Context: an optimization exercise on an open-source flow, tuned for small area, a short achievable clock period and few clock cycles. The choices shown serve that exercise and are no tape-out recipe.
In this exercise RTL edits were held to simulation tests only and were not proved equivalent to the original.

## flow/design.v (module list and top-level ports; edited modules follow where they fit)
// module Decode: 418 lines
// module RegisterFile: 30 lines
// module Alu: 78 lines
// module CSR_Unit: 46 lines
// module AtomRV: 262 lines
module AtomRV
(
    input   wire            clk_i,           
    input   wire            rst_i,           
    output  wire    [31:0]  imem_addr_o,     
    input   wire    [31:0]  imem_data_i,     
    output  wire            imem_valid_o,    
    input   wire            imem_ack_i,      
    output  wire    [31:0]  dmem_addr_o,     
    input   wire    [31:0]  dmem_data_i,     
    output  reg     [31:0]  dmem_data_o,     
    output  reg      [3:0]  dmem_sel_o,      
    output  wire            dmem_we_o,       
    output  wire            dmem_valid_o,    
    input   wire            dmem_ack_i       
);
  // ...
==> flow/run.sh <==
#!/bin/bash
# synth_recipe.tcl (not shown) runs the flow's synth.tcl, then flattens the netlist and writes it again
# the make line also repeats each setting of config.mk as NAME=value (left out here)
make -C /OpenROAD-flow-scripts/flow DESIGN_CONFIG=/design/flow/config.mk WORK_HOME=/design/flow/orfs CLKGATE_MAP_FILE= SYNTH_SCRIPT=/design/flow/synth_recipe.tcl finish
==> flow/config.mk <==
export PLATFORM = sky130hd
export DESIGN_NAME = AtomRV
export DESIGN_NICKNAME = AtomRV
export VERILOG_FILES = /design/flow/design.v
export SDC_FILE = /design/flow/constraint.sdc
export NUM_CORES = 8
export LEC_CHECK = 0
export CAP_MARGIN = 20
export CORE_MARGIN = 2
export CORE_UTILIZATION = 40
export SLEW_MARGIN = 20
==> flow/constraint.sdc <==
create_clock -name core_clock -period 180.0 [get_ports {clk_i}]
set_input_delay 36.0000 -clock core_clock [delete_from_list [all_inputs] [get_ports {clk_i}]]
set_output_delay 36.0000 -clock core_clock [all_outputs]
set_load 0.01 [all_outputs]
==> impl_metrics.toml, run 1 <==
[setup_path]
cp-endpoint = "dmem_addr_o[17]"
path_max_fanout = 93
arrival_ns = 118.86

[timing]
finalSetupViolCount = 0
worst_slew_pin_slew_ns = 1.34
report.final.slew_viol_count = 0
fmax_ghz = 0.00646
finalCritPeriodShare_pct = 86.0

[clock_tree]
cts_made_buffers = 119
postCtsHoldBufs = 0
clock_latency_ns = 0.83
cts_tree = "yes"
cts_resized = 0

[placement]
post-dp-hpwl_mm = 591
place_area_um2 = 162000

[yosys]
seq_area_frac_synth_pct = 22.7
synthMuxAreaShare_pct = 9.29
synth_area_per_cell_um2 = 9.11
yosysMostFrequentCell = "nor2_1"

[final_layout]
largestClassByArea = "multi-input combinational cells"
nFillCells = 37600
syn_to_final_growth_pct = 8.78
final_layout_size_suffix_gt1_share_pct = 10.5
multi_input_area_share_pct = 65.6
comb.multi_input.count = 13000

[min_path]
hold_class = "reg2reg"
whs_endpoint = "link_address[3]"

[detailed_routing]
ant_nets = 0
routed_wl_mm = 780

[run_status]
outcome = "timing/DRC/antenna clean"

[grt]
met3_usage_pct = 11.0
Testbench counts, summed over its fixed seeds: cycles 43,286.
==> inputs of run 2 (changes only) <==
==> flow/design.v (replaced) <==
`default_nettype none
module AtomRV_mul (
    input  wire [32:0] A,
    input  wire [4:0]  C,
    input  wire [63:0] P,
    output wire [63:0] S
);
    wire t0 = ~(A[0] & C[0]);
    wire t1 = ~(A[1] & C[0]);
    wire t2 = ~(A[2] & C[0]);
    wire t3 = ~(A[3] & C[0]);
    wire t4 = ~(A[4] & C[0]);
    wire t5 = ~(A[5] & C[0]);
    wire t6 = ~(A[6] & C[0]);
    wire t7 = ~(A[7] & C[0]);
    wire t8 = ~(A[8] & C[0]);
    wire t9 = ~(A[9] & C[0]);
    wire t10 = ~(A[10] & C[0]);
    wire t11 = ~(A[11] & C[0]);
    wire t12 = ~(A[12] & C[0]);
    wire t13 = ~(A[13] & C[0]);
    wire t14 = ~(A[14] & C[0]);
    wire t15 = ~(A[15] & C[0]);
    wire t16 = ~(A[16] & C[0]);
    wire t17 = ~(A[17] & C[0]);
    wire t18 = ~(A[18] & C[0]);
    wire t19 = ~(A[19] & C[0]);
    wire t20 = ~(A[20] & C[0]);
    wire t21 = ~(A[21] & C[0]);
    wire t22 = ~(A[22] & C[0]);
    wire t23 = ~(A[23] & C[0]);
    wire t24 = ~(A[24] & C[0]);
    wire t25 = ~(A[25] & C[0]);
    wire t26 = ~(A[26] & C[0]);
    wire t27 = ~(A[27] & C[0]);
    wire t28 = ~(A[28] & C[0]);
    wire t29 = ~(A[29] & C[0]);
    wire t30 = ~(A[30] & C[0]);
    wire t31 = ~(A[31] & C[0]);
    wire t32 = ~(A[32] & C[0]);
    wire t33 = ~(A[0] & C[1]);
    wire t34 = ~(A[1] & C[1]);
    wire t35 = ~(A[2] & C[1]);
    wire t36 = ~(A[3] & C[1]);
    wire t37 = ~(A[4] & C[1]);
    wire t38 = ~(A[5] & C[1]);
    wire t39 = ~(A[6] & C[1]);
    wire t40 = ~(A[7] & C[1]);
    wire t41 = ~(A[8] & C[1]);
    wire t42 = ~(A[9] & C[1]);
    wire t43 = ~(A[10] & C[1]);
    wire t44 = ~(A[11] & C[1]);
    wire t45 = ~(A[12] & C[1]);
    wire t46 = ~(A[13] & C[1]);
    wire t47 = ~(A[14] & C[1]);
    wire t48 = ~(A[15] & C[1]);
    wire t49 = ~(A[16] & C[1]);
    wire t50 = ~(A[17] & C[1]);
    wire t51 = ~(A[18] & C[1]);
    wire t52 = ~(A[19] & C[1]);
    wire t53 = ~(A[20] & C[1]);
    wire t54 = ~(A[21] & C[1]);
    wire t55 = ~(A[22] & C[1]);
    wire t56 = ~(A[23] & C[1]);
    wire t57 = ~(A[24] & C[1]);
    wire t58 = ~(A[25] & C[1]);
    wire t59 = ~(A[26] & C[1]);
    wire t60 = ~(A[27] & C[1]);
    wire t61 = ~(A[28] & C[1]);
    wire t62 = ~(A[29] & C[1]);
    wire t63 = ~(A[30] & C[1]);
    wire t64 = ~(A[31] & C[1]);
    wire t65 = ~(A[32] & C[1]);
    wire t66 = ~(A[0] & C[2]);
    wire t67 = ~(A[1] & C[2]);
    wire t68 = ~(A[2] & C[2]);
    wire t69 = ~(A[3] & C[2]);
    wire t70 = ~(A[4] & C[2]);
    wire t71 = ~(A[5] & C[2]);
    wire t72 = ~(A[6] & C[2]);
    wire t73 = ~(A[7] & C[2]);
    wire t74 = ~(A[8] & C[2]);
    wire t75 = ~(A[9] & C[2]);
    wire t76 = ~(A[10] & C[2]);
    wire t77 = ~(A[11] & C[2]);
    wire t78 = ~(A[12] & C[2]);
    wire t79 = ~(A[13] & C[2]);
    wire t80 = ~(A[14] & C[2]);
    wire t81 = ~(A[15] & C[2]);
    wire t82 = ~(A[16] & C[2]);
    wire t83 = ~(A[17] & C[2]);
    wire t84 = ~(A[18] & C[2]);
    wire t85 = ~(A[19] & C[2]);
    wire t86 = ~(A[20] & C[2]);
    wire t87 = ~(A[21] & C[2]);
    wire t88 = ~(A[22] & C[2]);
    wire t89 = ~(A[23] & C[2]);
    wire t90 = ~(A[24] & C[2]);
    wire t91 = ~(A[25] & C[2]);
    wire t92 = ~(A[26] & C[2]);
    wire t93 = ~(A[27] & C[2]);
    wire t94 = ~(A[28] & C[2]);
    wire t95 = ~(A[29] & C[2]);
    wire t96 = ~(A[30] & C[2]);
    wire t97 = ~(A[31] & C[2]);
    wire t98 = ~(A[32] & C[2]);
    wire t99 = ~(A[0] & C[3]);
    wire t100 = ~(A[1] & C[3]);
    wire t101 = ~(A[2] & C[3]);
    wire t102 = ~(A[3] & C[3]);
    wire t103 = ~(A[4] & C[3]);
    wire t104 = ~(A[5] & C[3]);
    wire t105 = ~(A[6] & C[3]);
    wire t106 = ~(A[7] & C[3]);
    wire t107 = ~(A[8] & C[3]);
    wire t108 = ~(A[9] & C[3]);
    wire t109 = ~(A[10] & C[3]);
    wire t110 = ~(A[11] & C[3]);
    wire t111 = ~(A[12] & C[3]);
    wire t112 = ~(A[13] & C[3]);
    wire t113 = ~(A[14] & C[3]);
    wire t114 = ~(A[15] & C[3]);
    wire t115 = ~(A[16] & C[3]);
    wire t116 = ~(A[17] & C[3]);
    wire t117 = ~(A[18] & C[3]);
    wire t118 = ~(A[19] & C[3]);
    wire t119 = ~(A[20] & C[3]);
    wire t120 = ~(A[21] & C[3]);
    wire t121 = ~(A[22] & C[3]);
    wire t122 = ~(A[23] & C[3]);
    wire t123 = ~(A[24] & C[3]);
    wire t124 = ~(A[25] & C[3]);
    wire t125 = ~(A[26] & C[3]);
    wire t126 = ~(A[27] & C[3]);
    wire t127 = ~(A[28] & C[3]);
    wire t128 = ~(A[29] & C[3]);
    wire t129 = ~(A[30] & C[3]);
    wire t130 = ~(A[31] & C[3]);
    wire t131 = ~(A[32] & C[3]);
    wire t132 = ~(A[0] & C[4]);
    wire t133 = ~(A[1] & C[4]);
    wire t134 = ~(A[2] & C[4]);
    wire t135 = ~(A[3] & C[4]);
    wire t136 = ~(A[4] & C[4]);
    wire t137 = ~(A[5] & C[4]);
    wire t138 = ~(A[6] & C[4]);
    wire t139 = ~(A[7] & C[4]);
    wire t140 = ~(A[8] & C[4]);
    wire t141 = ~(A[9] & C[4]);
    wire t142 = ~(A[10] & C[4]);
    wire t143 = ~(A[11] & C[4]);
    wire t144 = ~(A[12] & C[4]);
    wire t145 = ~(A[13] & C[4]);
    wire t146 = ~(A[14] & C[4]);
    wire t147 = ~(A[15] & C[4]);
    wire t148 = ~(A[16] & C[4]);
    wire t149 = ~(A[17] & C[4]);
    wire t150 = ~(A[18] & C[4]);
    wire t151 = ~(A[19] & C[4]);
    wire t152 = ~(A[20] & C[4]);
    wire t153 = ~(A[21] & C[4]);
    wire t154 = ~(A[22] & C[4]);
    wire t155 = ~(A[23] & C[4]);
    wire t156 = ~(A[24] & C[4]);
    wire t157 = ~(A[25] & C[4]);
    wire t158 = ~(A[26] & C[4]);
    wire t159 = ~(A[27] & C[4]);
    wire t160 = ~(A[28] & C[4]);
    wire t161 = ~(A[29] & C[4]);
    wire t162 = ~(A[30] & C[4]);
    wire t163 = ~(A[31] & C[4]);
    wire t164 = ~(A[32] & C[4]);
    wire t165 = t132 ^ P[4];
    wire t166 = t132 & P[4];
    wire t167 = t133 ^ P[5];
    wire t168 = t133 & P[5];
    wire t169 = t134 ^ P[6];
    wire t170 = t134 & P[6];
    wire t171 = t135 ^ P[7];
    wire t172 = t135 & P[7];
    wire t173 = t136 ^ P[8];
    wire t174 = t136 & P[8];
    wire t175 = t137 ^ P[9];
    wire t176 = t137 & P[9];
    wire t177 = t138 ^ P[10];
    wire t178 = t138 & P[10];
    wire t179 = t139 ^ P[11];
    wire t180 = t139 & P[11];
    wire t181 = t140 ^ P[12];
    wire t182 = t140 & P[12];
    wire t183 = t141 ^ P[13];
    wire t184 = t141 & P[13];
    wire t185 = t142 ^ P[14];
    wire t186 = t142 & P[14];
    wire t187 = t143 ^ P[15];
    wire t188 = t143 & P[15];
    wire t189 = t144 ^ P[16];
    wire t190 = t144 & P[16];
    wire t191 = t145 ^ P[17];
    wire t192 = t145 & P[17];
    wire t193 = t146 ^ P[18];
    wire t194 = t146 & P[18];
    wire t195 = t147 ^ P[19];
    wire t196 = t147 & P[19];
    wire t197 = t148 ^ P[20];
    wire t198 = t148 & P[20];
    wire t199 = t149 ^ P[21];
    wire t200 = t149 & P[21];
    wire t201 = t150 ^ P[22];
    wire t202 = t150 & P[22];
    wire t203 = t151 ^ P[23];
    wire t204 = t151 & P[23];
    wire t205 = t152 ^ P[24];
    wire t206 = t152 & P[24];
    wire t207 = t153 ^ P[25];
    wire t208 = t153 & P[25];
    wire t209 = t154 ^ P[26];
    wire t210 = t154 & P[26];
    wire t211 = t155 ^ P[27];
    wire t212 = t155 & P[27];
    wire t213 = t156 ^ P[28];
    wire t214 = t156 & P[28];
    wire t215 = t157 ^ P[29];
    wire t216 = t157 & P[29];
    wire t217 = t158 ^ P[30];
    wire t218 = t158 & P[30];
    wire t219 = t159 ^ P[31];
    wire t220 = t159 & P[31];
    wire t221 = t32 ^ t160 ^ P[32];
    wire t222 = (t32 & t160) | (P[32] & (t32 ^ t160));
    wire t223 = ~t3;
    wire t224 = P[3] ^ t223;
    wire t225 = P[3] & t223;
    wire t226 = ~t165;
    wire t227 = t226 ^ t4 ^ t36;
    wire t228 = (t226 & t4) | (t36 & (t226 ^ t4));
    wire t229 = ~t68;
    wire t230 = ~t100;
    wire t231 = t229 ^ t230;
    wire t232 = t229 & t230;
    wire t233 = ~t5;
    wire t234 = t166 ^ t167 ^ t233;
    wire t235 = (t166 & t167) | (t233 & (t166 ^ t167));
    wire t236 = t37 ^ t69 ^ t101;
    wire t237 = (t37 & t69) | (t101 & (t37 ^ t69));
    wire t238 = ~t6;
    wire t239 = t168 ^ t169 ^ t238;
    wire t240 = (t168 & t169) | (t238 & (t168 ^ t169));
    wire t241 = t38 ^ t70 ^ t102;
    wire t242 = (t38 & t70) | (t102 & (t38 ^ t70));
    wire t243 = ~t7;
    wire t244 = t170 ^ t171 ^ t243;
    wire t245 = (t170 & t171) | (t243 & (t170 ^ t171));
    wire t246 = t39 ^ t71 ^ t103;
    wire t247 = (t39 & t71) | (t103 & (t39 ^ t71));
    wire t248 = ~t8;
    wire t249 = t172 ^ t173 ^ t248;
    wire t250 = (t172 & t173) | (t248 & (t172 ^ t173));
    wire t251 = t40 ^ t72 ^ t104;
    wire t252 = (t40 & t72) | (t104 & (t40 ^ t72));
    wire t253 = ~t9;
    wire t254 = t174 ^ t175 ^ t253;
    wire t255 = (t174 & t175) | (t253 & (t174 ^ t175));
    wire t256 = t41 ^ t73 ^ t105;
    wire t257 = (t41 & t73) | (t105 & (t41 ^ t73));
    wire t258 = ~t10;
    wire t259 = t176 ^ t177 ^ t258;
    wire t260 = (t176 & t177) | (t258 & (t176 ^ t177));
    wire t261 = t42 ^ t74 ^ t106;
    wire t262 = (t42 & t74) | (t106 & (t42 ^ t74));
    wire t263 = ~t11;
    wire t264 = t178 ^ t179 ^ t263;
    wire t265 = (t178 & t179) | (t263 & (t178 ^ t179));
    wire t266 = t43 ^ t75 ^ t107;
    wire t267 = (t43 & t75) | (t107 & (t43 ^ t75));
    wire t268 = ~t12;
    wire t269 = t180 ^ t181 ^ t268;
    wire t270 = (t180 & t181) | (t268 & (t180 ^ t181));
    wire t271 = t44 ^ t76 ^ t108;
    wire t272 = (t44 & t76) | (t108 & (t44 ^ t76));
    wire t273 = ~t13;
    wire t274 = t182 ^ t183 ^ t273;
    wire t275 = (t182 & t183) | (t273 & (t182 ^ t183));
    wire t276 = t45 ^ t77 ^ t109;
    wire t277 = (t45 & t77) | (t109 & (t45 ^ t77));
    wire t278 = ~t14;
    wire t279 = t184 ^ t185 ^ t278;
    wire t280 = (t184 & t185) | (t278 & (t184 ^ t185));
    wire t281 = t46 ^ t78 ^ t110;
    wire t282 = (t46 & t78) | (t110 & (t46 ^ t78));
    wire t283 = ~t15;
    wire t284 = t186 ^ t187 ^ t283;
    wire t285 = (t186 & t187) | (t283 & (t186 ^ t187));
    wire t286 = t47 ^ t79 ^ t111;
    wire t287 = (t47 & t79) | (t111 & (t47 ^ t79));
    wire t288 = ~t16;
    wire t289 = t188 ^ t189 ^ t288;
    wire t290 = (t188 & t189) | (t288 & (t188 ^ t189));
    wire t291 = t48 ^ t80 ^ t112;
    wire t292 = (t48 & t80) | (t112 & (t48 ^ t80));
    wire t293 = ~t17;
    wire t294 = t190 ^ t191 ^ t293;
    wire t295 = (t190 & t191) | (t293 & (t190 ^ t191));
    wire t296 = t49 ^ t81 ^ t113;
    wire t297 = (t49 & t81) | (t113 & (t49 ^ t81));
    wire t298 = ~t18;
    wire t299 = t192 ^ t193 ^ t298;
    wire t300 = (t192 & t193) | (t298 & (t192 ^ t193));
    wire t301 = t50 ^ t82 ^ t114;
    wire t302 = (t50 & t82) | (t114 & (t50 ^ t82));
    wire t303 = ~t19;
    wire t304 = t194 ^ t195 ^ t303;
    wire t305 = (t194 & t195) | (t303 & (t194 ^ t195));
    wire t306 = t51 ^ t83 ^ t115;
    wire t307 = (t51 & t83) | (t115 & (t51 ^ t83));
    wire t308 = ~t20;
    wire t309 = t196 ^ t197 ^ t308;
    wire t310 = (t196 & t197) | (t308 & (t196 ^ t197));
    wire t311 = t52 ^ t84 ^ t116;
    wire t312 = (t52 & t84) | (t116 & (t52 ^ t84));
    wire t313 = ~t21;
    wire t314 = t198 ^ t199 ^ t313;
    wire t315 = (t198 & t199) | (t313 & (t198 ^ t199));
    wire t316 = t53 ^ t85 ^ t117;
    wire t317 = (t53 & t85) | (t117 & (t53 ^ t85));
    wire t318 = ~t22;
    wire t319 = t200 ^ t201 ^ t318;
    wire t320 = (t200 & t201) | (t318 & (t200 ^ t201));
    wire t321 = t54 ^ t86 ^ t118;
    wire t322 = (t54 & t86) | (t118 & (t54 ^ t86));
    wire t323 = ~t23;
    wire t324 = t202 ^ t203 ^ t323;
    wire t325 = (t202 & t203) | (t323 & (t202 ^ t203));
    wire t326 = t55 ^ t87 ^ t119;
    wire t327 = (t55 & t87) | (t119 & (t55 ^ t87));
    wire t328 = ~t24;
    wire t329 = t204 ^ t205 ^ t328;
    wire t330 = (t204 & t205) | (t328 & (t204 ^ t205));
    wire t331 = t56 ^ t88 ^ t120;
    wire t332 = (t56 & t88) | (t120 & (t56 ^ t88));
    wire t333 = ~t25;
    wire t334 = t206 ^ t207 ^ t333;
    wire t335 = (t206 & t207) | (t333 & (t206 ^ t207));
    wire t336 = t57 ^ t89 ^ t121;
    wire t337 = (t57 & t89) | (t121 & (t57 ^ t89));
    wire t338 = ~t26;
    wire t339 = t208 ^ t209 ^ t338;
    wire t340 = (t208 & t209) | (t338 & (t208 ^ t209));
    wire t341 = t58 ^ t90 ^ t122;
    wire t342 = (t58 & t90) | (t122 & (t58 ^ t90));
    wire t343 = ~t27;
    wire t344 = t210 ^ t211 ^ t343;
    wire t345 = (t210 & t211) | (t343 & (t210 ^ t211));
    wire t346 = t59 ^ t91 ^ t123;
    wire t347 = (t59 & t91) | (t123 & (t59 ^ t91));
    wire t348 = ~t28;
    wire t349 = t212 ^ t213 ^ t348;
    wire t350 = (t212 & t213) | (t348 & (t212 ^ t213));
    wire t351 = t60 ^ t92 ^ t124;
    wire t352 = (t60 & t92) | (t124 & (t60 ^ t92));
    wire t353 = ~t29;
    wire t354 = t214 ^ t215 ^ t353;
    wire t355 = (t214 & t215) | (t353 & (t214 ^ t215));
    wire t356 = t61 ^ t93 ^ t125;
    wire t357 = (t61 & t93) | (t125 & (t61 ^ t93));
    wire t358 = ~t30;
    wire t359 = t216 ^ t217 ^ t358;
    wire t360 = (t216 & t217) | (t358 & (t216 ^ t217));
    wire t361 = t62 ^ t94 ^ t126;
    wire t362 = (t62 & t94) | (t126 & (t62 ^ t94));
    wire t363 = ~t31;
    wire t364 = t218 ^ t219 ^ t363;
    wire t365 = (t218 & t219) | (t363 & (t218 ^ t219));
    wire t366 = t63 ^ t95 ^ t127;
    wire t367 = (t63 & t95) | (t127 & (t63 ^ t95));
    wire t368 = ~t64;
    wire t369 = t220 ^ t221 ^ t368;
    wire t370 = (t220 & t221) | (t368 & (t220 ^ t221));
    wire t371 = t96 ^ t128 ^ 1'b0;
    wire t372 = (t96 & t128) | (1'b0 & (t96 ^ t128));
    wire t373 = t222 ^ t65 ^ t161;
    wire t374 = (t222 & t65) | (t161 & (t222 ^ t65));
    wire t375 = ~P[33];
    wire t376 = t375 ^ t97 ^ t129;
    wire t377 = (t375 & t97) | (t129 & (t375 ^ t97));
    wire t378 = t98 ^ t162 ^ P[34];
    wire t379 = (t98 & t162) | (P[34] & (t98 ^ t162));
    wire t380 = ~t2;
    wire t381 = P[2] ^ t380;
    wire t382 = P[2] & t380;
    wire t383 = ~t224;
    wire t384 = t383 ^ t35 ^ t67;
    wire t385 = (t383 & t35) | (t67 & (t383 ^ t35));
    wire t386 = ~t227;
    wire t387 = t225 ^ t231 ^ t386;
    wire t388 = (t225 & t231) | (t386 & (t225 ^ t231));
    wire t389 = ~t228;
    wire t390 = t232 ^ t234 ^ t389;
    wire t391 = (t232 & t234) | (t389 & (t232 ^ t234));
    wire t392 = ~t237;
    wire t393 = t235 ^ t239 ^ t392;
    wire t394 = (t235 & t239) | (t392 & (t235 ^ t239));
    wire t395 = ~t242;
    wire t396 = t240 ^ t244 ^ t395;
    wire t397 = (t240 & t244) | (t395 & (t240 ^ t244));
    wire t398 = ~t247;
    wire t399 = t245 ^ t249 ^ t398;
    wire t400 = (t245 & t249) | (t398 & (t245 ^ t249));
    wire t401 = ~t252;
    wire t402 = t250 ^ t254 ^ t401;
    wire t403 = (t250 & t254) | (t401 & (t250 ^ t254));
    wire t404 = ~t257;
    wire t405 = t255 ^ t259 ^ t404;
    wire t406 = (t255 & t259) | (t404 & (t255 ^ t259));
    wire t407 = ~t262;
    wire t408 = t260 ^ t264 ^ t407;
    wire t409 = (t260 & t264) | (t407 & (t260 ^ t264));
    wire t410 = ~t267;
    wire t411 = t265 ^ t269 ^ t410;
    wire t412 = (t265 & t269) | (t410 & (t265 ^ t269));
    wire t413 = ~t272;
    wire t414 = t270 ^ t274 ^ t413;
    wire t415 = (t270 & t274) | (t413 & (t270 ^ t274));
    wire t416 = ~t277;
    wire t417 = t275 ^ t279 ^ t416;
    wire t418 = (t275 & t279) | (t416 & (t275 ^ t279));
    wire t419 = ~t282;
    wire t420 = t280 ^ t284 ^ t419;
    wire t421 = (t280 & t284) | (t419 & (t280 ^ t284));
    wire t422 = ~t287;
    wire t423 = t285 ^ t289 ^ t422;
    wire t424 = (t285 & t289) | (t422 & (t285 ^ t289));
    wire t425 = ~t292;
    wire t426 = t290 ^ t294 ^ t425;
    wire t427 = (t290 & t294) | (t425 & (t290 ^ t294));
    wire t428 = ~t297;
    wire t429 = t295 ^ t299 ^ t428;
    wire t430 = (t295 & t299) | (t428 & (t295 ^ t299));
    wire t431 = ~t302;
    wire t432 = t300 ^ t304 ^ t431;
    wire t433 = (t300 & t304) | (t431 & (t300 ^ t304));
    wire t434 = ~t307;
    wire t435 = t305 ^ t309 ^ t434;
    wire t436 = (t305 & t309) | (t434 & (t305 ^ t309));
    wire t437 = ~t312;
    wire t438 = t310 ^ t314 ^ t437;
    wire t439 = (t310 & t314) | (t437 & (t310 ^ t314));
    wire t440 = ~t317;
    wire t441 = t315 ^ t319 ^ t440;
    wire t442 = (t315 & t319) | (t440 & (t315 ^ t319));
    wire t443 = ~t322;
    wire t444 = t320 ^ t324 ^ t443;
    wire t445 = (t320 & t324) | (t443 & (t320 ^ t324));
    wire t446 = ~t327;
    wire t447 = t325 ^ t329 ^ t446;
    wire t448 = (t325 & t329) | (t446 & (t325 ^ t329));
    wire t449 = ~t332;
    wire t450 = t330 ^ t334 ^ t449;
    wire t451 = (t330 & t334) | (t449 & (t330 ^ t334));
    wire t452 = ~t337;
    wire t453 = t335 ^ t339 ^ t452;
    wire t454 = (t335 & t339) | (t452 & (t335 ^ t339));
    wire t455 = ~t342;
    wire t456 = t340 ^ t344 ^ t455;
    wire t457 = (t340 & t344) | (t455 & (t340 ^ t344));
    wire t458 = ~t347;
    wire t459 = t345 ^ t349 ^ t458;
    wire t460 = (t345 & t349) | (t458 & (t345 ^ t349));
    wire t461 = ~t352;
    wire t462 = t350 ^ t354 ^ t461;
    wire t463 = (t350 & t354) | (t461 & (t350 ^ t354));
    wire t464 = ~t357;
    wire t465 = t355 ^ t359 ^ t464;
    wire t466 = (t355 & t359) | (t464 & (t355 ^ t359));
    wire t467 = ~t362;
    wire t468 = t360 ^ t364 ^ t467;
    wire t469 = (t360 & t364) | (t467 & (t360 ^ t364));
    wire t470 = ~t367;
    wire t471 = t365 ^ t369 ^ t470;
    wire t472 = (t365 & t369) | (t470 & (t365 ^ t369));
    wire t473 = ~t372;
    wire t474 = t370 ^ t373 ^ t473;
    wire t475 = (t370 & t373) | (t473 & (t370 ^ t373));
    wire t476 = ~t377;
    wire t477 = t374 ^ t378 ^ t476;
    wire t478 = (t374 & t378) | (t476 & (t374 ^ t378));
    wire t479 = t379 ^ t131 ^ t163;
    wire t480 = (t379 & t131) | (t163 & (t379 ^ t131));
    wire t481 = ~t1;
    wire t482 = P[1] ^ t481;
    wire t483 = P[1] & t481;
    wire t484 = ~t381;
    wire t485 = t484 ^ t34 ^ t66;
    wire t486 = (t484 & t34) | (t66 & (t484 ^ t34));
    wire t487 = ~t382;
    wire t488 = t487 ^ t384 ^ t99;
    wire t489 = (t487 & t384) | (t99 & (t487 ^ t384));
    wire t490 = ~t387;
    wire t491 = t490 ^ t385 ^ 1'b0;
    wire t492 = (t490 & t385) | (1'b0 & (t490 ^ t385));
    wire t493 = ~t236;
    wire t494 = t388 ^ t390 ^ t493;
    wire t495 = (t388 & t390) | (t493 & (t388 ^ t390));
    wire t496 = ~t241;
    wire t497 = t391 ^ t393 ^ t496;
    wire t498 = (t391 & t393) | (t496 & (t391 ^ t393));
    wire t499 = ~t246;
    wire t500 = t394 ^ t396 ^ t499;
    wire t501 = (t394 & t396) | (t499 & (t394 ^ t396));
    wire t502 = ~t251;
    wire t503 = t397 ^ t399 ^ t502;
    wire t504 = (t397 & t399) | (t502 & (t397 ^ t399));
    wire t505 = ~t256;
    wire t506 = t400 ^ t402 ^ t505;
    wire t507 = (t400 & t402) | (t505 & (t400 ^ t402));
    wire t508 = ~t261;
    wire t509 = t403 ^ t405 ^ t508;
    wire t510 = (t403 & t405) | (t508 & (t403 ^ t405));
    wire t511 = ~t266;
    wire t512 = t406 ^ t408 ^ t511;
    wire t513 = (t406 & t408) | (t511 & (t406 ^ t408));
    wire t514 = ~t271;
    wire t515 = t409 ^ t411 ^ t514;
    wire t516 = (t409 & t411) | (t514 & (t409 ^ t411));
    wire t517 = ~t276;
    wire t518 = t412 ^ t414 ^ t517;
    wire t519 = (t412 & t414) | (t517 & (t412 ^ t414));
    wire t520 = ~t281;
    wire t521 = t415 ^ t417 ^ t520;
    wire t522 = (t415 & t417) | (t520 & (t415 ^ t417));
    wire t523 = ~t286;
    wire t524 = t418 ^ t420 ^ t523;
    wire t525 = (t418 & t420) | (t523 & (t418 ^ t420));
    wire t526 = ~t291;
    wire t527 = t421 ^ t423 ^ t526;
    wire t528 = (t421 & t423) | (t526 & (t421 ^ t423));
    wire t529 = ~t296;
    wire t530 = t424 ^ t426 ^ t529;
    wire t531 = (t424 & t426) | (t529 & (t424 ^ t426));
    wire t532 = ~t301;
    wire t533 = t427 ^ t429 ^ t532;
    wire t534 = (t427 & t429) | (t532 & (t427 ^ t429));
    wire t535 = ~t306;
    wire t536 = t430 ^ t432 ^ t535;
    wire t537 = (t430 & t432) | (t535 & (t430 ^ t432));
    wire t538 = ~t311;
    wire t539 = t433 ^ t435 ^ t538;
    wire t540 = (t433 & t435) | (t538 & (t433 ^ t435));
    wire t541 = ~t316;
    wire t542 = t436 ^ t438 ^ t541;
    wire t543 = (t436 & t438) | (t541 & (t436 ^ t438));
    wire t544 = ~t321;
    wire t545 = t439 ^ t441 ^ t544;
    wire t546 = (t439 & t441) | (t544 & (t439 ^ t441));
    wire t547 = ~t326;
    wire t548 = t442 ^ t444 ^ t547;
    wire t549 = (t442 & t444) | (t547 & (t442 ^ t444));
    wire t550 = ~t331;
    wire t551 = t445 ^ t447 ^ t550;
    wire t552 = (t445 & t447) | (t550 & (t445 ^ t447));
    wire t553 = ~t336;
    wire t554 = t448 ^ t450 ^ t553;
    wire t555 = (t448 & t450) | (t553 & (t448 ^ t450));
    wire t556 = ~t341;
    wire t557 = t451 ^ t453 ^ t556;
    wire t558 = (t451 & t453) | (t556 & (t451 ^ t453));
    wire t559 = ~t346;
    wire t560 = t454 ^ t456 ^ t559;
    wire t561 = (t454 & t456) | (t559 & (t454 ^ t456));
    wire t562 = ~t351;
    wire t563 = t457 ^ t459 ^ t562;
    wire t564 = (t457 & t459) | (t562 & (t457 ^ t459));
    wire t565 = ~t356;
    wire t566 = t460 ^ t462 ^ t565;
    wire t567 = (t460 & t462) | (t565 & (t460 ^ t462));
    wire t568 = ~t361;
    wire t569 = t463 ^ t465 ^ t568;
    wire t570 = (t463 & t465) | (t568 & (t463 ^ t465));
    wire t571 = ~t366;
    wire t572 = t466 ^ t468 ^ t571;
    wire t573 = (t466 & t468) | (t571 & (t466 ^ t468));
    wire t574 = ~t371;
    wire t575 = t469 ^ t471 ^ t574;
    wire t576 = (t469 & t471) | (t574 & (t469 ^ t471));
    wire t577 = ~t376;
    wire t578 = t472 ^ t474 ^ t577;
    wire t579 = (t472 & t474) | (t577 & (t472 ^ t474));
    wire t580 = ~t130;
    wire t581 = t475 ^ t477 ^ t580;
    wire t582 = (t475 & t477) | (t580 & (t475 ^ t477));
    wire t583 = t478 ^ t479 ^ P[35];
    wire t584 = (t478 & t479) | (P[35] & (t478 ^ t479));
    wire t585 = ~t164;
    wire t586 = t480 ^ P[36] ^ t585;
    wire t587 = (t480 & P[36]) | (t585 & (t480 ^ P[36]));
    wire t588 = ~1'b0;
    wire t589 = P[37] ^ t588;
    wire t590 = P[37] & t588;
    wire t591 = ~1'b0;
    wire t592 = P[38] ^ t591;
    wire t593 = P[38] & t591;
    wire t594 = ~1'b0;
    wire t595 = P[39] ^ t594;
    wire t596 = P[39] & t594;
    wire t597 = ~1'b0;
    wire t598 = P[40] ^ t597;
    wire t599 = P[40] & t597;
    wire t600 = ~1'b0;
    wire t601 = P[41] ^ t600;
    wire t602 = P[41] & t600;
    wire t603 = ~1'b0;
    wire t604 = P[42] ^ t603;
    wire t605 = P[42] & t603;
    wire t606 = ~1'b0;
    wire t607 = P[43] ^ t606;
    wire t608 = P[43] & t606;
    wire t609 = ~1'b0;
    wire t610 = P[44] ^ t609;
    wire t611 = P[44] & t609;
    wire t612 = ~1'b0;
    wire t613 = P[45] ^ t612;
    wire t614 = P[45] & t612;
    wire t615 = ~1'b0;
    wire t616 = P[46] ^ t615;
    wire t617 = P[46] & t615;
    wire t618 = ~1'b0;
    wire t619 = P[47] ^ t618;
    wire t620 = P[47] & t618;
    wire t621 = ~1'b0;
    wire t622 = P[48] ^ t621;
    wire t623 = P[48] & t621;
    wire t624 = ~1'b0;
    wire t625 = P[49] ^ t624;
    wire t626 = P[49] & t624;
    wire t627 = ~1'b0;
    wire t628 = P[50] ^ t627;
    wire t629 = P[50] & t627;
    wire t630 = ~1'b0;
    wire t631 = P[51] ^ t630;
    wire t632 = P[51] & t630;
    wire t633 = ~1'b0;
    wire t634 = P[52] ^ t633;
    wire t635 = P[52] & t633;
    wire t636 = ~1'b0;
    wire t637 = P[53] ^ t636;
    wire t638 = P[53] & t636;
    wire t639 = ~1'b0;
    wire t640 = P[54] ^ t639;
    wire t641 = P[54] & t639;
    wire t642 = ~1'b0;
    wire t643 = P[55] ^ t642;
    wire t644 = P[55] & t642;
    wire t645 = ~1'b0;
    wire t646 = P[56] ^ t645;
    wire t647 = P[56] & t645;
    wire t648 = ~1'b0;
    wire t649 = P[57] ^ t648;
    wire t650 = P[57] & t648;
    wire t651 = ~1'b0;
    wire t652 = P[58] ^ t651;
    wire t653 = P[58] & t651;
    wire t654 = ~1'b0;
    wire t655 = P[59] ^ t654;
    wire t656 = P[59] & t654;
    wire t657 = ~1'b0;
    wire t658 = P[60] ^ t657;
    wire t659 = P[60] & t657;
    wire t660 = ~1'b0;
    wire t661 = P[61] ^ t660;
    wire t662 = P[61] & t660;
    wire t663 = ~1'b0;
    wire t664 = P[62] ^ t663;
    wire t665 = P[62] & t663;
    wire t666 = ~1'b0;
    wire t667 = P[63] ^ t666;
    wire t668 = P[63] & t666;
    wire t669 = ~t0;
    wire t670 = P[0] ^ t669;
    wire t671 = P[0] & t669;
    wire t672 = ~t33;
    wire t673 = t482 ^ t672 ^ t671;
    wire t674 = (t482 & t672) | (t671 & (t482 ^ t672));
    wire t675 = ~t485;
    wire t676 = t483 ^ t675 ^ t674;
    wire t677 = (t483 & t675) | (t674 & (t483 ^ t675));
    wire t678 = ~t486;
    wire t679 = ~t488;
    wire t680 = t678 ^ t679 ^ t677;
    wire t681 = (t678 & t679) | (t677 & (t678 ^ t679));
    wire t682 = ~t489;
    wire t683 = ~t491;
    wire t684 = t682 ^ t683 ^ t681;
    wire t685 = (t682 & t683) | (t681 & (t682 ^ t683));
    wire t686 = ~t492;
    wire t687 = t686 ^ t494 ^ t685;
    wire t688 = (t686 & t494) | (t685 & (t686 ^ t494));
    wire t689 = t495 ^ t497 ^ t688;
    wire t690 = (t495 & t497) | (t688 & (t495 ^ t497));
    wire t691 = t498 ^ t500 ^ t690;
    wire t692 = (t498 & t500) | (t690 & (t498 ^ t500));
    wire t693 = t501 ^ t503 ^ t692;
    wire t694 = (t501 & t503) | (t692 & (t501 ^ t503));
    wire t695 = t504 ^ t506 ^ t694;
    wire t696 = (t504 & t506) | (t694 & (t504 ^ t506));
    wire t697 = t507 ^ t509 ^ t696;
    wire t698 = (t507 & t509) | (t696 & (t507 ^ t509));
    wire t699 = t510 ^ t512 ^ t698;
    wire t700 = (t510 & t512) | (t698 & (t510 ^ t512));
    wire t701 = t513 ^ t515 ^ t700;
    wire t702 = (t513 & t515) | (t700 & (t513 ^ t515));
    wire t703 = t516 ^ t518 ^ t702;
    wire t704 = (t516 & t518) | (t702 & (t516 ^ t518));
    wire t705 = t519 ^ t521 ^ t704;
    wire t706 = (t519 & t521) | (t704 & (t519 ^ t521));
    wire t707 = t522 ^ t524 ^ t706;
    wire t708 = (t522 & t524) | (t706 & (t522 ^ t524));
    wire t709 = t525 ^ t527 ^ t708;
    wire t710 = (t525 & t527) | (t708 & (t525 ^ t527));
    wire t711 = t528 ^ t530 ^ t710;
    wire t712 = (t528 & t530) | (t710 & (t528 ^ t530));
    wire t713 = t531 ^ t533 ^ t712;
    wire t714 = (t531 & t533) | (t712 & (t531 ^ t533));
    wire t715 = t534 ^ t536 ^ t714;
    wire t716 = (t534 & t536) | (t714 & (t534 ^ t536));
    wire t717 = t537 ^ t539 ^ t716;
    wire t718 = (t537 & t539) | (t716 & (t537 ^ t539));
    wire t719 = t540 ^ t542 ^ t718;
    wire t720 = (t540 & t542) | (t718 & (t540 ^ t542));
    wire t721 = t543 ^ t545 ^ t720;
    wire t722 = (t543 & t545) | (t720 & (t543 ^ t545));
    wire t723 = t546 ^ t548 ^ t722;
    wire t724 = (t546 & t548) | (t722 & (t546 ^ t548));
    wire t725 = t549 ^ t551 ^ t724;
    wire t726 = (t549 & t551) | (t724 & (t549 ^ t551));
    wire t727 = t552 ^ t554 ^ t726;
    wire t728 = (t552 & t554) | (t726 & (t552 ^ t554));
    wire t729 = t555 ^ t557 ^ t728;
    wire t730 = (t555 & t557) | (t728 & (t555 ^ t557));
    wire t731 = t558 ^ t560 ^ t730;
    wire t732 = (t558 & t560) | (t730 & (t558 ^ t560));
    wire t733 = t561 ^ t563 ^ t732;
    wire t734 = (t561 & t563) | (t732 & (t561 ^ t563));
    wire t735 = t564 ^ t566 ^ t734;
    wire t736 = (t564 & t566) | (t734 & (t564 ^ t566));
    wire t737 = t567 ^ t569 ^ t736;
    wire t738 = (t567 & t569) | (t736 & (t567 ^ t569));
    wire t739 = t570 ^ t572 ^ t738;
    wire t740 = (t570 & t572) | (t738 & (t570 ^ t572));
    wire t741 = t573 ^ t575 ^ t740;
    wire t742 = (t573 & t575) | (t740 & (t573 ^ t575));
    wire t743 = t576 ^ t578 ^ t742;
    wire t744 = (t576 & t578) | (t742 & (t576 ^ t578));
    wire t745 = t579 ^ t581 ^ t744;
    wire t746 = (t579 & t581) | (t744 & (t579 ^ t581));
    wire t747 = t582 ^ t583 ^ t746;
    wire t748 = (t582 & t583) | (t746 & (t582 ^ t583));
    wire t749 = t584 ^ t586 ^ t748;
    wire t750 = (t584 & t586) | (t748 & (t584 ^ t586));
    wire t751 = t587 ^ t589 ^ t750;
    wire t752 = (t587 & t589) | (t750 & (t587 ^ t589));
    wire t753 = t590 ^ t592 ^ t752;
    wire t754 = (t590 & t592) | (t752 & (t590 ^ t592));
    wire t755 = t593 ^ t595 ^ t754;
    wire t756 = (t593 & t595) | (t754 & (t593 ^ t595));
    wire t757 = t596 ^ t598 ^ t756;
    wire t758 = (t596 & t598) | (t756 & (t596 ^ t598));
    wire t759 = t599 ^ t601 ^ t758;
    wire t760 = (t599 & t601) | (t758 & (t599 ^ t601));
    wire t761 = t602 ^ t604 ^ t760;
    wire t762 = (t602 & t604) | (t760 & (t602 ^ t604));
    wire t763 = t605 ^ t607 ^ t762;
    wire t764 = (t605 & t607) | (t762 & (t605 ^ t607));
    wire t765 = t608 ^ t610 ^ t764;
    wire t766 = (t608 & t610) | (t764 & (t608 ^ t610));
    wire t767 = t611 ^ t613 ^ t766;
    wire t768 = (t611 & t613) | (t766 & (t611 ^ t613));
    wire t769 = t614 ^ t616 ^ t768;
    wire t770 = (t614 & t616) | (t768 & (t614 ^ t616));
    wire t771 = t617 ^ t619 ^ t770;
    wire t772 = (t617 & t619) | (t770 & (t617 ^ t619));
    wire t773 = t620 ^ t622 ^ t772;
    wire t774 = (t620 & t622) | (t772 & (t620 ^ t622));
    wire t775 = t623 ^ t625 ^ t774;
    wire t776 = (t623 & t625) | (t774 & (t623 ^ t625));
    wire t777 = t626 ^ t628 ^ t776;
    wire t778 = (t626 & t628) | (t776 & (t626 ^ t628));
    wire t779 = t629 ^ t631 ^ t778;
    wire t780 = (t629 & t631) | (t778 & (t629 ^ t631));
    wire t781 = t632 ^ t634 ^ t780;
    wire t782 = (t632 & t634) | (t780 & (t632 ^ t634));
    wire t783 = t635 ^ t637 ^ t782;
    wire t784 = (t635 & t637) | (t782 & (t635 ^ t637));
    wire t785 = t638 ^ t640 ^ t784;
    wire t786 = (t638 & t640) | (t784 & (t638 ^ t640));
    wire t787 = t641 ^ t643 ^ t786;
    wire t788 = (t641 & t643) | (t786 & (t641 ^ t643));
    wire t789 = t644 ^ t646 ^ t788;
    wire t790 = (t644 & t646) | (t788 & (t644 ^ t646));
    wire t791 = t647 ^ t649 ^ t790;
    wire t792 = (t647 & t649) | (t790 & (t647 ^ t649));
    wire t793 = t650 ^ t652 ^ t792;
    wire t794 = (t650 & t652) | (t792 & (t650 ^ t652));
    wire t795 = t653 ^ t655 ^ t794;
    wire t796 = (t653 & t655) | (t794 & (t653 ^ t655));
    wire t797 = t656 ^ t658 ^ t796;
    wire t798 = (t656 & t658) | (t796 & (t656 ^ t658));
    wire t799 = t659 ^ t661 ^ t798;
    wire t800 = (t659 & t661) | (t798 & (t659 ^ t661));
    wire t801 = t662 ^ t664 ^ t800;
    wire t802 = (t662 & t664) | (t800 & (t662 ^ t664));
    wire t803 = t665 ^ t667 ^ t802;
    assign S = {t803, t801, t799, t797, t795, t793, t791, t789, t787, t785, t783, t781, t779, t777, t775, t773, t771, t769, t767, t765, t763, t761, t759, t757, t755, t753, t751, t749, t747, t745, t743, t741, t739, t737, t735, t733, t731, t729, t727, t725, t723, t721, t719, t717, t715, t713, t711, t709, t707, t705, t703, t701, t699, t697, t695, t693, t691, t689, t687, t684, t680, t676, t673, t670};
endmodule
`default_nettype none
module AtomRV
(
    input   wire            clk_i,
    input   wire            rst_i,
    output  wire    [31:0]  imem_addr_o,
    input   wire    [31:0]  imem_data_i,
    output  wire            imem_valid_o,
    input   wire            imem_ack_i,
    output  wire    [31:0]  dmem_addr_o,
    input   wire    [31:0]  dmem_data_i,
    output  reg     [31:0]  dmem_data_o,
    output  reg      [3:0]  dmem_sel_o,
    output  wire            dmem_we_o,
    output  wire            dmem_valid_o,
    input   wire            dmem_ack_i
);
    localparam CB  = 4;
    localparam NCH = 32 / CB;
    localparam CW  = (CB == 8) ? 2 : 3;      
    reg rst_q;
    always @(posedge clk_i) rst_q <= rst_i;
    wire        x_go;         
    wire        x_redirect;   
    wire [29:0] x_target;     
    reg  [29:0] pc_f;         
    reg         ivalid;
    reg         iout;         
    reg         idrop;        
    assign imem_addr_o  = {pc_f, 2'b00};
    assign imem_valid_o = ivalid;
    reg  [31:0] ir;
    reg         xv;           
    wire f_accept = imem_ack_i & !idrop & (!xv | x_go) & !x_redirect;
    wire [29:0] pc_inc;
    AtomRV_add #(30) u_pcinc (.x(pc_f), .y(30'd0), .ci(1'b1), .s(pc_inc), .co());
    always @(posedge clk_i) begin
        ivalid <= !rst_i;
        if (rst_q) begin
            iout  <= 1'b0;
            idrop <= 1'b0;
            pc_f  <= 30'd0;
            xv    <= 1'b0;
        end else begin
            iout  <= (iout | ivalid) & !imem_ack_i;
            idrop <= !imem_ack_i & (idrop | (x_redirect & (iout | ivalid)));
            if (x_redirect)
                pc_f <= x_target;
            else if (f_accept)
                pc_f <= pc_inc;
            if (f_accept)
                xv <= 1'b1;
            else if (x_go)
                xv <= 1'b0;
        end
        if (f_accept)
            ir <= imem_data_i;
    end
    wire [4:0] opc = ir[6:2];
    wire [2:0] f3  = ir[14:12];
    wire [4:0] rd  = ir[11:7];
    wire [4:0] rs1 = ir[19:15];
    wire [4:0] rs2 = ir[24:20];
    wire is_lui   = (opc == 5'b01101);
    wire is_auipc = (opc == 5'b00101);
    wire is_jal   = (opc == 5'b11011);
    wire is_jalr  = (opc == 5'b11001);
    wire is_br    = (opc == 5'b11000);
    wire is_ld    = (opc == 5'b00000);
    wire is_st    = (opc == 5'b01000);
    wire is_opi   = (opc == 5'b00100);
    wire is_op    = (opc == 5'b01100);
    wire is_sys   = (opc == 5'b11100);
    wire is_md    = is_op & ir[25];
    wire is_alu   = (is_op & !ir[25]) | is_opi;
    wire [31:0] imm_i = {{20{ir[31]}}, ir[31:20]};
    wire [31:0] imm_s = {{20{ir[31]}}, ir[31:25], ir[11:7]};
    wire [31:0] imm_b = {{20{ir[31]}}, ir[7], ir[30:25], ir[11:8], 1'b0};
    wire [31:0] imm_u = {ir[31:12], 12'd0};
    wire [31:0] imm_j = {{12{ir[31]}}, ir[19:12], ir[20], ir[30:21], 1'b0};
    wire uses_rs1 = !(is_lui | is_auipc | is_jal | is_sys);
    wire uses_rs2 = is_br | is_st | is_op;
    wire x_wen    = (rd != 5'd0) & !(is_br | is_st);
    reg         m_wen;
    reg  [4:0]  m_rd;
    reg         m_load;
    reg  [2:0]  m_ldf;
    reg  [31:0] m_res;
    reg         dvalid;
    reg         dwe;
    wire [31:0] wr_data;
    wire [31:0] rf [0:31];
    assign rf[0] = 32'd0;
    genvar gi;
    generate
        for (gi = 1; gi < 32; gi = gi + 1) begin : g_rf
            reg [31:0] q;
            always @(posedge clk_i)
                if (m_wen && m_rd == gi)
                    q <= wr_data;
            assign rf[gi] = q;
        end
    endgenerate
    reg [31:0] rf_a, rf_b;
    integer ri;
    always @(*) begin
        rf_a = 32'd0;
        rf_b = 32'd0;
        for (ri = 1; ri < 32; ri = ri + 1) begin
            if (rs1 == ri) rf_a = rf[ri];
            if (rs2 == ri) rf_b = rf[ri];
        end
    end
    wire m_fwd   = m_wen & !m_load;
    wire fwd_a   = m_fwd & (m_rd == rs1);
    wire fwd_b   = m_fwd & (m_rd == rs2);
    wire [31:0] a = fwd_a ? m_res : rf_a;
    wire [31:0] b = fwd_b ? m_res : rf_b;
    wire hazard = m_wen & m_load &
                  ((uses_rs1 & (m_rd == rs1)) | (uses_rs2 & (m_rd == rs2)));
    wire [31:0] opb = (is_op | is_br) ? b : (is_st ? imm_s : imm_i);
    wire is_slt = (f3 == 3'b010) | (f3 == 3'b011);
    wire sub    = is_br | (is_alu & is_slt) | (is_op & (f3 == 3'b000) & ir[30]);
    wire [31:0] sum;
    wire        sum_co;
    AtomRV_add #(32) u_alu (.x(a), .y(sub ? ~opb : opb), .ci(sub), .s(sum), .co(sum_co));
    wire ltu = !sum_co;
    wire lt  = (a[31] ^ opb[31]) ? a[31] : sum[31];
    wire eq  = (sum == 32'd0);
    wire br_cond = f3[0] ^ (f3[2] ? (f3[1] ? ltu : lt) : eq);
    reg          md_busy;
    reg          md_fix;       
    reg  [4:0]   md_cnt;
    reg  [63:0]  md_p;         
    reg  [31:0]  md_dn;        
    reg          md_nq, md_nr;
    wire md_act   = xv & is_md & !hazard;
    wire md_first = !md_busy;
    wire dv_setup = is_md & f3[2];           
    wire        dv_sgn = !f3[0];
    wire        dv_na  = dv_sgn & a[31];
    wire        dv_nd  = dv_sgn & b[31];
    wire [31:0] dv_ua, dv_ud;
    AtomRV_add #(32) u_nega (.x(a ^ {32{dv_na}}), .y(32'd0), .ci(dv_na), .s(dv_ua), .co());
    AtomRV_add #(32) u_negd (.x(b ^ {32{dv_nd}}), .y(32'd0), .ci(dv_nd), .s(dv_ud), .co());
    function [5:0] clz32;
        input [31:0] v;
        reg [15:0] v16;
        reg [7:0]  v8;
        reg [3:0]  v4;
        reg [1:0]  v2;
        reg        z16, z8, z4, z2;
        begin
            z16 = (v[31:16] == 16'd0);
            v16 = z16 ? v[15:0] : v[31:16];
            z8  = (v16[15:8] == 8'd0);
            v8  = z8 ? v16[7:0] : v16[15:8];
            z4  = (v8[7:4] == 4'd0);
            v4  = z4 ? v8[3:0] : v8[7:4];
            z2  = (v4[3:2] == 2'd0);
            v2  = z2 ? v4[1:0] : v4[3:2];
            clz32 = (v == 32'd0) ? 6'd32 : {1'b0, z16, z8, z4, z2, !v2[1]};
        end
    endfunction
    wire [5:0]  dv_za = clz32(dv_ua);
    wire [5:0]  dv_zd = clz32(dv_ud);
    wire [6:0]  dv_j0;
    AtomRV_add #(7) u_j0 (.x({1'b0, dv_zd}), .y(~{1'b0, dv_za}), .ci(1'b1), .s(dv_j0), .co());
    wire        dv_d0 = (b == 32'd0);
    wire        dv_q0 = dv_j0[6];              
    function [31:0] rev32;
        input [31:0] v;
        integer k;
        begin
            for (k = 0; k < 32; k = k + 1) rev32[k] = v[31-k];
        end
    endfunction
    wire        sh_left = !f3[2] | dv_setup;
    wire [31:0] sh_src  = dv_setup ? dv_ud : a;
    wire [4:0]  sh_amt  = dv_setup ? dv_j0[4:0] : opb[4:0];
    wire [31:0] sh_in   = sh_left ? rev32(sh_src) : sh_src;
    wire        sh_fill = ir[30] & !sh_left & a[31];
    wire signed [32:0] sh_sin  = {sh_fill, sh_in};
    wire signed [32:0] sh_wide = sh_sin >>> sh_amt;
    wire [31:0] sh_out  = sh_left ? rev32(sh_wide[31:0]) : sh_wide[31:0];
    reg [31:0] alu_out;
    always @(*) begin
        case (f3)
            3'b000:  alu_out = sum;
            3'b001:  alu_out = sh_out;
            3'b010:  alu_out = {31'd0, lt};
            3'b011:  alu_out = {31'd0, ltu};
            3'b100:  alu_out = a ^ opb;
            3'b101:  alu_out = sh_out;
            3'b110:  alu_out = a | opb;
            default: alu_out = a & opb;
        endcase
    end
    wire [29:0] pc_x;
    AtomRV_add #(30) u_pcdec (.x(pc_f), .y(30'h3FFF_FFFF), .ci(1'b0), .s(pc_x), .co());
    wire [31:0] pc_imm = is_auipc ? imm_u : (is_jal ? imm_j : imm_b);
    wire [29:0] pct;
    AtomRV_add #(30) u_pct (.x(pc_x), .y(pc_imm[31:2]), .ci(1'b0), .s(pct), .co());
    wire x_taken = is_jal | is_jalr | (is_br & br_cond);
    assign x_target = is_jalr ? sum[31:2] : pct;
    reg  [63:0] cyc;
    wire [63:0] cyc_inc;
    AtomRV_add #(64) u_cyc (.x(cyc), .y(64'd0), .ci(1'b1), .s(cyc_inc), .co());
    always @(posedge clk_i)
        if (rst_q) cyc <= 64'd1;
        else       cyc <= cyc_inc;
    wire [31:0] csr_val = (ir[31:20] == 12'hC00) ? cyc[31:0] :
                          (ir[31:20] == 12'hC80) ? cyc[63:32] : 32'd0;
    wire        mu_sa = (f3[1:0] != 2'b11) & a[31];
    wire        mu_sb = !f3[1] & b[31];
    wire [32:0] mu_A  = {mu_sa, a};
    wire [32:0] mu_B  = {mu_sb, b};
    wire [NCH-1:0] mu_need;
    assign mu_need[0] = 1'b1;
    genvar gm;
    generate
        for (gm = 1; gm < NCH; gm = gm + 1) begin : g_mk
            assign mu_need[gm] = (mu_B[32:CB*gm] != {(33-CB*gm){1'b0}}) &&
                                 (mu_B[32:CB*gm] != {(33-CB*gm){1'b1}});
        end
    endgenerate
    reg  [CW-1:0] mu_k1;     
    integer mi;
    always @(*) begin
        mu_k1 = {CW{1'b0}};
        for (mi = 1; mi < NCH; mi = mi + 1)
            if (mu_need[mi])
                mu_k1 = mi[CW-1:0];
    end
    wire [CW-1:0] mu_c     = md_first ? mu_k1 : md_cnt[CW-1:0];
    wire [CB-1:0] mu_chunk = b[CB*mu_c +: CB];
    wire [CB:0]   mu_C     = {md_first & mu_sb, mu_chunk};
    wire [63:0]   mu_acc   = md_first ? 64'd0 : {md_p[63-CB:0], {CB{1'b0}}};
    wire [63:0]   mu_p;
    AtomRV_mul u_mul (.A(mu_A), .C(mu_C), .P(mu_acc), .S(mu_p));
    wire          mu_done  = (mu_c == {CW{1'b0}});
    wire [CW-1:0] mu_cn    = mu_c - {{(CW-1){1'b0}}, 1'b1};
    wire [31:0] dv_r0 = md_p[63:32];
    wire [31:0] dv_q  = md_p[31:0];
    wire [31:0] dv_s1;
    wire        dv_b1;                     
    AtomRV_add #(32) u_dv1 (.x(dv_r0), .y(md_dn), .ci(1'b1), .s(dv_s1), .co(dv_b1));
    wire [31:0] dv_r1 = dv_b1 ? dv_s1 : dv_r0;
    wire [31:0] dv_s2;
    wire        dv_b2;
    AtomRV_add #(32) u_dv2 (.x(dv_r1), .y({1'b1, md_dn[31:1]}), .ci(1'b1), .s(dv_s2), .co(dv_b2));
    wire [31:0] dv_r2 = dv_b2 ? dv_s2 : dv_r1;
    wire        dv_one = (md_cnt == 5'd0);                 
    wire [31:0] dv_qn  = dv_one ? {dv_q[30:0], dv_b1} : {dv_q[29:0], dv_b1, dv_b2};
    wire [31:0] dv_rn  = dv_one ? dv_r1 : dv_r2;
    wire        dv_last = (md_cnt[4:1] == 4'd0);
    wire        dv_neg  = f3[1] ? md_nr : md_nq;
    wire [31:0] dv_fx;
    wire [31:0] dv_fsel = f3[1] ? md_p[63:32] : md_p[31:0];
    AtomRV_add #(32) u_dvneg (.x(~dv_fsel), .y(32'd0), .ci(1'b1), .s(dv_fx), .co());
    reg  [31:0] dv_res;
    reg         dv_done;
    always @(*) begin
        if (md_first) begin
            dv_done = dv_d0 | dv_q0;
            dv_res  = f3[1] ? a : (dv_d0 ? 32'hFFFF_FFFF : 32'd0);
        end else if (md_fix) begin
            dv_done = 1'b1;
            dv_res  = dv_fx;
        end else begin
            dv_done = dv_last & !dv_neg;
            dv_res  = f3[1] ? dv_rn : dv_qn;
        end
    end
    wire        md_done = f3[2] ? dv_done : mu_done;
    wire [31:0] md_res  = f3[2] ? dv_res : ((f3[1:0] == 2'b00) ? mu_p[31:0] : mu_p[63:32]);
    wire m_hold = dvalid & !dmem_ack_i;
    always @(posedge clk_i) begin
        if (rst_q) begin
            md_busy <= 1'b0;
            md_fix  <= 1'b0;
        end else begin
            md_busy <= md_act & !md_done & (md_busy | !m_hold);
            md_fix  <= md_act & md_busy & f3[2] & !md_fix & dv_last & dv_neg;
        end
        if (!f3[2]) begin
            md_p   <= mu_p;
            md_cnt <= {{(5-CW){1'b0}}, mu_cn};
        end else if (md_first) begin
            md_p   <= {dv_ua, 32'd0};
            md_dn  <= ~sh_out;
            md_cnt <= dv_j0[4:0];
            md_nq  <= dv_na ^ dv_nd;
            md_nr  <= dv_na;
        end else if (!md_fix) begin
            md_p   <= {dv_rn, dv_qn};
            md_dn  <= {2'b11, md_dn[31:2]};
            md_cnt <= md_cnt - 5'd2;
        end
    end
    wire [31:0] link = {pc_f, 2'b00};
    reg  [31:0] x_res;
    always @(*) begin
        if (is_lui)                 x_res = imm_u;
        else if (is_auipc)          x_res = {pct, 2'b00};
        else if (is_jal | is_jalr)  x_res = link;
        else if (is_sys)            x_res = csr_val;
        else if (is_md)             x_res = md_res;
        else if (is_ld | is_st)     x_res = sum;
        else                        x_res = alu_out;
    end
    wire x_stall = hazard | (is_md & !md_done) | m_hold;
    assign x_go       = xv & !x_stall;
    assign x_redirect = x_go & x_taken;
    wire [1:0] sa = sum[1:0];
    wire [3:0] st_sel = f3[1] ? 4'b1111 :
                        f3[0] ? (sa[1] ? 4'b1100 : 4'b0011) :
                        (4'b0001 << sa);
    wire [31:0] st_data = {f3[1] ? b[31:24] : (f3[0] ? b[15:8] : b[7:0]),
                           f3[1] ? b[23:16] : b[7:0],
                           (f3[1] | f3[0]) ? b[15:8] : b[7:0],
                           b[7:0]};
    always @(posedge clk_i) begin
        if (rst_i | rst_q)
            dvalid <= 1'b0;
        else if (x_go)
            dvalid <= is_ld | is_st;
        else if (dmem_ack_i)
            dvalid <= 1'b0;
        if (rst_q)
            m_wen <= 1'b0;
        else if (x_go)
            m_wen <= x_wen;
        else if (!m_hold)
            m_wen <= 1'b0;
        if (!m_hold) begin
            m_rd        <= rd;
            m_load      <= is_ld;
            m_ldf       <= f3;
            m_res       <= x_res;
            dwe         <= is_st;
            dmem_sel_o  <= st_sel;
            dmem_data_o <= st_data;
        end
    end
    assign dmem_addr_o  = {m_res[31:2], 2'b00};
    assign dmem_valid_o = dvalid;
    assign dmem_we_o    = dwe;
    wire [1:0]  la = m_res[1:0];
    wire [7:0]  ld_b = la[1] ? (la[0] ? dmem_data_i[31:24] : dmem_data_i[23:16])
                             : (la[0] ? dmem_data_i[15:8]  : dmem_data_i[7:0]);
    wire [15:0] ld_h = la[1] ? dmem_data_i[31:16] : dmem_data_i[15:0];
    wire [31:0] ld_data = m_ldf[1] ? dmem_data_i :
                          m_ldf[0] ? {{16{!m_ldf[2] & ld_h[15]}}, ld_h} :
                                     {{24{!m_ldf[2] & ld_b[7]}}, ld_b};
    assign wr_data = m_load ? ld_data : m_res;
endmodule
module AtomRV_add #(parameter W = 32)
(
    input  wire [W-1:0] x,
    input  wire [W-1:0] y,
    input  wire         ci,
    output wire [W-1:0] s,
    output wire         co
);
    wire [W:0] c;
    assign c[0] = ci;
    genvar i;
    generate
        for (i = 0; i < W; i = i + 1) begin : g
            assign s[i]   = x[i] ^ y[i] ^ c[i];
            assign c[i+1] = (x[i] & y[i]) | (c[i] & (x[i] ^ y[i]));
        end
    endgenerate
    assign co = c[W];
endmodule
==> flow/config.mk (replaced) <==
export PLATFORM = sky130hd
export DESIGN_NAME = AtomRV
export DESIGN_NICKNAME = AtomRV
export VERILOG_FILES = /design/flow/design.v
export SDC_FILE = /design/flow/constraint.sdc
export NUM_CORES = 8
export LEC_CHECK = 0
export ABC_AREA = 1
export CAP_MARGIN = 20
export CORE_MARGIN = 2
export CORE_UTILIZATION = 55
export SLEW_MARGIN = 20
==> run 2 against run 1 <==
Effect of this change: still clean; non-clock buffer count shrank 318; maximum frequency grew to 3.9 times the previous value; synthesized cell count fell by 40%; via count down 45%; wire length is 56% lower; hold slack got worse by 0.036 ns; flip-flop and latch count increased by 82; utilization up 18 points; cell count decreased by 44%; critical path depth down 422; setup slack improved by 120 ns; critical path type is now in2reg.
==> impl_metrics.toml, run 2 <==
[setup_path]
startpoint_type = "primary input"
startpoint = "dmem_ack_i"
crit_chain = "clkdlybuf4s50_1, nor2_1, clkinv_2, nand3_1, nor2_1, nand2_1, buf_4, nand3_1, buf_4, inv_2, buf_4"
crit_required_ns = 180.42
slowest_delay_ns = 0.53
path_max_fanout = 31
crit_top_cell = "buf_4"
arrival_ns = 39.68
criticalPathCategory = "in2reg"
r2r-start = "ir[24]"
r2r_cells = 121
cp-endpoint = "ir[24]"
cp-end-kind = "register"
r2r_slack_ns = 141.61
worst_r2r_endpoint = "m_res[30]"
slowest_stage = "buf_4"

[grt]
grt_start_max_net_pins = 69
grtUsageTotal_pct = 43.5
grt_pass1_vias = 72000
grt_pass1_wl_mm = 493
grt_overflow = 0
antenna_found_initial = 15

[timing]
fin_ws_ns = 140.74
finalSetupViolCount = 0
worst_slew_pin_slew_ns = 1.20
relSlewSlack_pct = 18.1
fmax_ghz = 0.0255
tns_ns = 0
finalHoldViolCount = 0
grt_setup_unrepaired = "false"
clock_skew_ns = 0.0742
finalCritPeriodShare_pct = 21.8
report.final.slew_viol_count = 0
min_period_ns = 39.26

[floorplanning]
pin_count = 171
start_util_pct = 55.5
fp.dieH_um = 396
die_area_um2 = 157000
die_w_um = 396
fp.coreArea_um2 = 152000
placement_rows = 143

[placement]
pre_cts_ws_ns = 140.01
gp_congestion = 1.04
place_inst = 12100
place_area_um2 = 88800
post-dp-hpwl_mm = 247
io_buffers = 164

[detailed_routing]
viasPerCell = 6.23
drc = 0
ant_nets = 0
dr.pass1.iters = 8
routed_wl_mm = 346
wl_per_cell_um = 28.1
vias = 76800
drt_iter0_drc = 11900

[run_status]
outcome = "timing/DRC/antenna clean"

[yosys]
ys.warnings.count = 1
synthArstFlopShare_pct = 0
ys_ff_latch = 1306
yosysMostFrequentCell = "nand2_1"
ys_top_cells_by_area = "edfxtp_1 (43%), nand2_1 (13%), fa_1 (7.3%)"
ys_top_cells_by_count = "nand2_1 (2882), inv_1 (1273), edfxtp_1 (1201)"
synth_flop_cell = "edfxtp_1"
seq_area_frac_synth_pct = 45.2
syn_area_um2 = 84400
synth_edf_count = 1201
synth_top_area_share_pct = 42.7
synth_area_per_cell_um2 = 8.34
syn_inst = 10100
synth_top_cell_by_area = "edfxtp_1"
yosysUniqueCellTypes = 72

[clock_tree]
cts_setup_buffers = 0
cts_root_buf = "clkbuf_16"
cts_made_buffers = 146
cts_tree = "yes"
clk_path_buf_depth = 3
cts.clk_slew.worst_paths_ns = 0.06
cts_resized = 0
clock_latency_ns = 0.84
cts_sinks = 1306
postCtsHoldBufs = 0
htreeDepth = 4

[flow_run]
maxCapViolations = 0

[min_path]
hold_class = "reg2reg"

[final_layout]
final_cells = 12300
final_layout_size_suffix_gt1_share_pct = 6.57
largest_register_ffs = 992
reg_top3 = "g_rf.q x992, cyc x64, md_p x64"
largest_register = "g_rf.q"
final_cell_area_um2 = 93700
nets = 10800
fin_util_pct = 61.6
final_common_cell = "nand2_1"
syn_to_final_growth_pct = 11.1
final_cell_mix = "nand2_1 (2881), inv_1 (1268), edfxtp_1 (1201)"
[run 2: cell types whose count changed in the layout (fill, tap and decap cells not counted), moves of 476 or more]
cell / previous run / this run
mux4_2: 476 / 0
a21oi_1: 892 / 381
nand2_1: 1811 / 2881
nor2_1: 2424 / 1068
fa_1: 1442 / 308
ha_1: 958 / 289
[run 2: routing by layer]
metal,part of all wire (%),up-vias,GRT usage [%]
met5,0.12,-,1.54
met3,16,856,16.9
met1,39,36800,60.6
li1,-,33500,-
met2,40,5622,60.0
met4,5.0,20,18.3
[run 2: layout make-up]
cell class              instances  area, µm²
fillers                     13000      58300
clock buffers                 179       3830
repair buffers                416       3740
flip-flops and latches       1306      38200
inverters                    1312       4930
multi-input cells            6997      39700
clock inverters                81        792
diodes                          9       22.5
well taps                    2030       2540
[run 2: stage by stage]
| stage | hold slack [ns] |
|---|---|
| after CTS | 0.421 |
| after detailed placement | 0.404 |
| after global routing | 0.445 |
| final | 0.423 |
| after global placement | 0.403 |
| after floorplan | 0.384 |
[run 2: logic make-up (layout without fill, tap and decap cells)]
logic type	after synthesis	count (layout)	synth area share, %
AO/OA/AOI/OAI	1194	1194	8.20
XOR/XNOR	103	103	1.07
adder cells (fa/ha/maj)	598	598	11.6
buffers and inverters	1822	1988	8.40
flip-flops	1306	1306	45.2
multiplexers	44	44	0.529
other	1	13	0.00444
AND/OR/NAND/NOR	5054	5054	24.9
[run 2: worst min path at each step]
stage,start,to,slack (ns),cells after the start
6_report,cyc[0],cyc[0],0.42,1
4_1_cts,cyc[0],cyc[0],0.42,1
3_5_place_dp,cyc[0],cyc[0],0.40,1
3_3_place_gp,cyc[0],cyc[0],0.40,1
2_1_floorplan,cyc[0],cyc[0],0.38,1
5_1_grt,cyc[0],cyc[0],0.44,1
[run 2: critical path: cells and delay by family]
kind	cells	cell delay [ns]
buffers and inverters	6	2.35
and+or+nand+nor	5	1.25
Testbench counts of run 2, summed over its fixed seeds: cycles 46,307.

-- re-timing with driven ports --
The results above use ideal ports. As a check the final layouts listed here were re-extracted and re-timed, cells and wires unchanged.
Step 1: set_driving_cell puts a clkbuf_16 on clk_i and a buf_2 on each other input, an assumption about the parent block.
Step 2 moves the port delays by t, midway between the first and last clock arrival at a register: inputs arrive t later, outputs are due t later. That takes back most of the time a late clock gives input paths.
a / b / c = no drivers / after step 1 / after step 2; a / b = the first two.
run	t (ns)	setup WS [ns]	worst hold slack (ns)	worst setup path after step 2	clock arrival spread, ns
run 1	0.872	25.142 / 25.068 / 25.940	0.458 / 0.458 / 0.458	register to output	0.060 / 0.060
run 2	0.889	140.740 / 140.809 / 139.920	0.423 / 0.423 / 0.423	input to register	0.083 / 0.083
After both steps setup and hold are still met in every run listed. For run 2, which loses most, drivers alone change the setup slack by +0.069 ns; drivers and shift together by -0.820 ns.
